What follows belongs to an exercise in optimizing a design on an open flow for small area and few clock cycles; a production flow would make more cautious choices.
At most, simulation tests tie the RTL to the original design; equivalence was not proved.
No activity file was given, so power comes from the tool's default toggle rates.

## data_pipe_nto1
module data_pipe_nto1 #(
    parameter   DSIZE   = 8,
    parameter   NSIZE   = 8
)(
    input                           clock,
    input                           rst_n,
    input [DSIZE*NSIZE-1:0]         wr_data,
    input                           wr_vld,
    output logic                    wr_ready,
    output logic[DSIZE-1:0]         rd_data,
    output logic                    rd_vld,
    input                           rd_ready
);
localparam CW = 3;    
localparam SW = DSIZE*(NSIZE-1);
logic [CW-1:0]  cnt;
logic [SW-1:0]  st;          
logic [SW-1:0]  st_nxt;
logic           inv;         
logic           empty;
logic           fire;
logic           ld, sh, hd;
assign empty    = (cnt == {CW{1'b0}});
assign wr_ready = empty && rd_ready && rst_n;
assign rd_vld   = !empty || (wr_vld && wr_ready);
assign fire     = rd_vld && rd_ready;
generate for (genvar B = 0; B < DSIZE; B++) begin : g_out
  ...
For scale: roughly 150 cells after synthesis, roughly 60 flip-flops, roughly 78 I/O pins, about 2000 sq um of cells after synthesis.
Settings: LEC_CHECK=0, CAP_MARGIN=0, CORE_MARGIN=2, CORE_UTILIZATION=70, PLACE_DENSITY=0.85, SLEW_MARGIN=0, SYNTH_HIERARCHICAL=1; clock period 5.0 ns.
standard.sh (not shown) runs the stock make flow with config.mk's settings and CLKGATE_MAP_FILE= SYNTH_SCRIPT=/design/flow/synth_recipe.tcl, a recipe that flattens the netlist after the stock synthesis.
==> flow/flow/run.sh <==
#!/bin/bash
export BUFFER_PORTS_ARGS="-buffer_cell sky130_fd_sc_hd__buf_1"
export CTS_ARGS="-sink_clustering_enable -repair_clock_nets -dont_use_dummy_load -sink_clustering_size 32 -sink_clustering_max_diameter 200 -sink_clustering_levels 1 -buf_list sky130_fd_sc_hd__clkbuf_4 -root_buf sky130_fd_sc_hd__clkbuf_4"
bash standard.sh > standard.log 2>&1
Testbench counts at the start, summed over its fixed seeds: cycles 25,600.
==> next run, changes <==
- CORE_UTILIZATION: 70 -> 40
- PLACE_DENSITY: 0.85 -> 0.6
What happened: Register-to-register slack is better by 120 ps; flip-flop and latch count stays the same; synthesized area is unchanged; clock-buffer cell count stays the same; clock power increases by about 3%; cell count increases by 13%; sequential share of layout area decreases by 0.91 points; die area increases by 69%; sequential power decreases by about 1%.

Setup of rev 12:
Another version of the RTL of data_pipe_nto1 (not shown whole).
Size: roughly 130 cells after synthesis, about 59 flip-flops, roughly 78 I/O pins.
Design data_pipe_nto1, start of the top module:
module data_pipe_nto1 #(
    parameter   DSIZE   = 8,
    parameter   NSIZE   = 8
)(
    input                           clock,
    input                           rst_n,
    input [DSIZE*NSIZE-1:0]         wr_data,
    input                           wr_vld,
    output logic                    wr_ready,
    output logic[DSIZE-1:0]         rd_data,
    output logic                    rd_vld,
    input                           rd_ready
);
export LEC_CHECK = 0
export CAP_MARGIN = 20
export CORE_MARGIN = 2
export CORE_UTILIZATION = 40
export PLACE_DENSITY = 0.6
export SLEW_MARGIN = 20
export SYNTH_HIERARCHICAL = 1
create_clock -name core_clock -period 5.0 [get_ports {clock}]
==> flow/flow/run.sh <==
#!/bin/bash
export BUFFER_PORTS_ARGS="-buffer_cell sky130_fd_sc_hd__buf_1"
export CTS_ARGS="-sink_clustering_enable -repair_clock_nets -dont_use_dummy_load"
bash standard.sh > standard.log 2>&1
Rev 12 completed; timing, DRC and antenna clean
Modified inputs, rev 13 compared to rev 12
==> flow/flow/run.sh <==
#!/bin/bash
export BUFFER_PORTS_ARGS="-buffer_cell sky130_fd_sc_hd__buf_1"
export CTS_ARGS="-sink_clustering_enable -repair_clock_nets -dont_use_dummy_load -sink_clustering_size 32 -sink_clustering_max_diameter 200 -sink_clustering_levels 1 -buf_list sky130_fd_sc_hd__clkbuf_4 -root_buf sky130_fd_sc_hd__clkbuf_4"
bash standard.sh > standard.log 2>&1
- Result: PASS for each of rev 13 and rev 12
- Number of DRC violations after detailed-routing iteration 0: rev 13 and rev 12 compared, lower one is rev 12
- Compared with rev 12, in rev 13 sum of met2 wire segment lengths after detailed routing now sits lower, part of the total power dissipated in combinational logic picked up an extra 1.9 points.
- Rev 13 vs rev 12, global-route wire length before repair went down by about 0.9%.
- Between rev 12 and rev 13, the sequential power figures differ only marginally.
No functional check of the RTL was part of any run of this note.

[separate check: timing with driven ports]
No port has a modelled driver above. Below, the same layouts with a new extraction and two added sets of constraints. Step 1 assumes that a clkbuf_16 drives the clock port and a buf_2 every other input. Step 2 adds t to the input delays and takes it off the output delays; t is the mean of the earliest and latest rising clock arrival at the registers after step 1. Input paths then give back, and output paths get back, about the clock's delay inside the block. Three values: ideal, step 1, step 2; two values: the first two.
| run | t, ns | slack for setup (ns) | cell pins on the clock port's net |
|---|---|---|---|
| the first run of note 1 | 0.387 | 2.227 / 2.201 / 2.033 | 1 |
| the second run of note 1 | 0.389 | 2.269 / 2.245 / 2.395 | 1 |
| rev 12 | 0.350 | 1.694 / 1.668 / 2.017 | 1 |
| rev 13 | 0.411 | 1.570 / 1.546 / 1.958 | 1 |
After both steps setup and hold are still met in every run listed. The setup slack of the first run of note 1, which loses most, moves by -0.026 ns with the drivers and by -0.194 ns with both steps.
